What follows belongs to an exercise in optimizing a design on an open flow for small area, a short achievable clock period and few clock cycles per item; a production flow would make more cautious choices.
Where RTL was checked, it was by simulation tests only, not by an equivalence proof against the original.

== ember ==
## SeqMul_70
module SeqMul_70(clk, reset, U0, U1, U2, U3, V0, V1, V2, V3, W, done);
For scale: ~21000 cells after synthesis, roughly 1100 I/O pins.
Settings: LEC_CHECK=0, CAP_MARGIN=20, CELL_PAD_IN_SITES_DETAIL_PLACEMENT=1, CELL_PAD_IN_SITES_GLOBAL_PLACEMENT=1, CORE_MARGIN=2, CORE_UTILIZATION=40, CTS_CLUSTER_DIAMETER=80, CTS_CLUSTER_SIZE=30, PLACE_DENSITY=0.5, SLEW_MARGIN=20; clock period 10.0 ns.
standard.sh (not shown) runs the stock make flow with config.mk's settings and CLKGATE_MAP_FILE= SYNTH_SCRIPT=/design/flow/synth_recipe.tcl, a recipe that flattens the netlist after the stock synthesis.
==> flow/flow/run.sh <==
#!/bin/bash
# Own flow: the standard layout (standard.sh, ORFS), with these changes:
#  - synthesis and repair may not use the 3-input XOR/XNOR cells (slow in this
#    XOR-heavy design; two 2-input cells are smaller and faster),
#  - the port buffers are buf_2 cells instead of ORFS's default choice,
set -euo pipefail
here=$(pwd)
du=$(make -s -C "$FLOW_HOME" DESIGN_CONFIG="$here/config.mk" WORK_HOME="$here/orfs" print-DONT_USE_CELLS 2>/dev/null | sed -n 's/^DONT_USE_CELLS: //p')
[[ -n "$du" ]] || { echo "could not read DONT_USE_CELLS" >&2; exit 1; }
for c in xor3 xnor3; do for s in 1 2 4; do du="$du sky130_fd_sc_hd__${c}_$s"; done; done
margin=$(cat flow/margin 2>/dev/null || echo 6)
bash standard.sh "DONT_USE_CELLS=$du" "BUFFER_PORTS_ARGS=-buffer_cell sky130_fd_sc_hd__buf_2" \
  "SETUP_SLACK_MARGIN=$margin" finish > standard.log 2>&1
==> flow/flow/margin <==
6.2
Testbench counts of ember, summed over its fixed seeds: cycles 648, items 160.
Relative to ember, the following input files were edited for raven:
==> flow/flow/margin <==
6
==> notes.md <==
ember → raven: global-route usage over all layers now sits lower; fraction of layout instances using a drive strength above 1 now sits lower; finished layout cell area now sits lower; buffer count from post-CTS setup fixing now sits lower.
Changes in harbor relative to raven:
-- flow/config.mk --
<<< raven, line 14
export CTS_CLUSTER_SIZE = 30
export PLACE_DENSITY = 0.5
>>> harbor, line 14
export CTS_CLUSTER_SIZE = 30
export GPL_TIMING_DRIVEN = 0
export PLACE_DENSITY = 0.5
### Flow results
Across raven and harbor, none had a timing, DRC or antenna violation.
The number of antenna violations at the first check in global routing reported for harbor is smaller than that of raven by about 30%.
raven → harbor: routed metal-1 wire length picked up an extra about 0.9%; relative max-transition margin picked up an extra 7.1 points.
Number of logic stages on the critical path including buffering, raven and harbor: higher on harbor
Input changes introduced in nickel (baseline for comparison: harbor):
-- flow/config.mk --
<<< harbor, line 14
export CTS_CLUSTER_SIZE = 30
export GPL_TIMING_DRIVEN = 0
export PLACE_DENSITY = 0.5
export SLEW_MARGIN = 20
>>> nickel, line 14
export CTS_CLUSTER_SIZE = 30
export PLACE_DENSITY = 0.6
export SLEW_MARGIN = 20
==> notes.md <==
- Side by side, shortest clock period the worst path allows after layout turned out higher in nickel than in harbor.
- Relative to harbor, utilization has gone down in nickel.
- Compared with harbor, nickel shows a lower worst setup slack.
- Summary of nickel over harbor: worst setup slack before clock tree synthesis now larger, worst hold slack down 0.013 ns.
- nickel ended with every stage complete and zero timing, DRC or antenna violations.
Changes in sierra relative to nickel:
-- flow/config.mk --
<<< nickel, line 8
export CAP_MARGIN = 20
export CELL_PAD_IN_SITES_DETAIL_PLACEMENT = 1
export CELL_PAD_IN_SITES_GLOBAL_PLACEMENT = 1
export CORE_MARGIN = 2
>>> sierra, line 8
export CAP_MARGIN = 20
export CELL_PAD_IN_SITES_DETAIL_PLACEMENT = 0
export CELL_PAD_IN_SITES_GLOBAL_PLACEMENT = 0
export CORE_MARGIN = 2
<<< nickel, line 14
export CTS_CLUSTER_SIZE = 30
export PLACE_DENSITY = 0.6
export SLEW_MARGIN = 20
>>> sierra, line 14
export CTS_CLUSTER_SIZE = 30
export PLACE_DENSITY = 0.5
export SLEW_MARGIN = 20
--- outcome ---
- Looking at sierra and nickel, the final non-filler cell total is a wash.
- Critical path arrival delta for sierra relative to nickel: 0.13 ns lower
- Delta (sierra minus nickel): DRC violation count after routing about even, smallest hold slack fell 0.019 ns, detailed-routing wirelength on met1 fell about 11%, area growth from synthesis to layout about even.
- sierra has clock latency on the worst-skew pair above what nickel had.

Another version of the RTL of SeqMul_70 (not shown whole).
Size: ~19000 cells after synthesis, ~1100 I/O pins.
export LEC_CHECK = 0
export CAP_MARGIN = 20
export CELL_PAD_IN_SITES_DETAIL_PLACEMENT = 2
export CELL_PAD_IN_SITES_GLOBAL_PLACEMENT = 2
export CORE_MARGIN = 2
export CORE_UTILIZATION = 30
export PLACE_DENSITY = 0.35
export SETUP_SLACK_MARGIN = 5
export SLEW_MARGIN = 20
create_clock -name core_clock -period 10.0 [get_ports {clk}]
run.sh (not shown) runs the stock make flow with config.mk's settings and CLKGATE_MAP_FILE= SYNTH_SCRIPT=/design/flow/synth_recipe.tcl, a recipe that flattens the netlist after the stock synthesis.
Stock flow here: none of the scripts above is used.
The starting point finished with timing, DRC and antenna clean.
Next try:
==> flow/flow/run.sh (new file) <==
#!/bin/bash
set -euo pipefail
bash standard.sh SETUP_SLACK_MARGIN=6.5 finish > standard.log 2>&1
==> flow/standard.sh (new file) <==
#!/bin/bash
# synth_recipe.tcl (not shown) runs the flow's synth.tcl, then flattens the netlist and writes it again
# the make line also repeats each setting of config.mk as NAME=value (left out here)
make -C /OpenROAD-flow-scripts/flow DESIGN_CONFIG=/design/flow/config.mk WORK_HOME=/design/flow/orfs CLKGATE_MAP_FILE= SYNTH_SCRIPT=/design/flow/synth_recipe.tcl "${@:-finish}"
Settings changed: CORE_UTILIZATION 30 to 40, PLACE_DENSITY 0.35 to 0.5.
removed: flow/run.sh
With this change the flow aborted during clock tree synthesis with DPL-0033.
Synthesized area is unchanged.
Synthesized cell count stays the same.
No run of this note included a check of the RTL's function; only the layout flow was run.

## static timing again, ports no longer ideal
How much do the figures lean on ideal ports? The routed layouts below were timed once more, with nothing changed but the port constraints. Step 1, drivers: a clkbuf_16 drives clk and a buf_2 each remaining input, both assumed. Step 2, shift: input delay + t, output delay - t, t = (earliest + latest rising clock arrival at the registers) / 2. This alone moves slack from input paths to output paths. Three values: ideal, step 1, step 2; two values: the first two.
run	t, ns	slack for setup (ns)	worst setup path at the end	pins driven straight from the clock port
ember	1.127	6.033 / 5.930 / 4.804	input to register	1
raven	1.127	5.909 / 5.863 / 4.763	input to register	1
harbor	1.136	5.829 / 5.829 / 4.864	input to register	1
nickel	1.097	5.757 / 5.757 / 4.792	input to register	1
sierra	1.115	5.867 / 5.867 / 5.122	input to register	1
the first run of note 2	1.114	4.797 / 4.797 / 3.992	input to register	1
After both steps every run listed still meets setup and hold. The setup slack of ember, which loses most, moves by -0.103 ns with the drivers and by -1.229 ns with both steps.
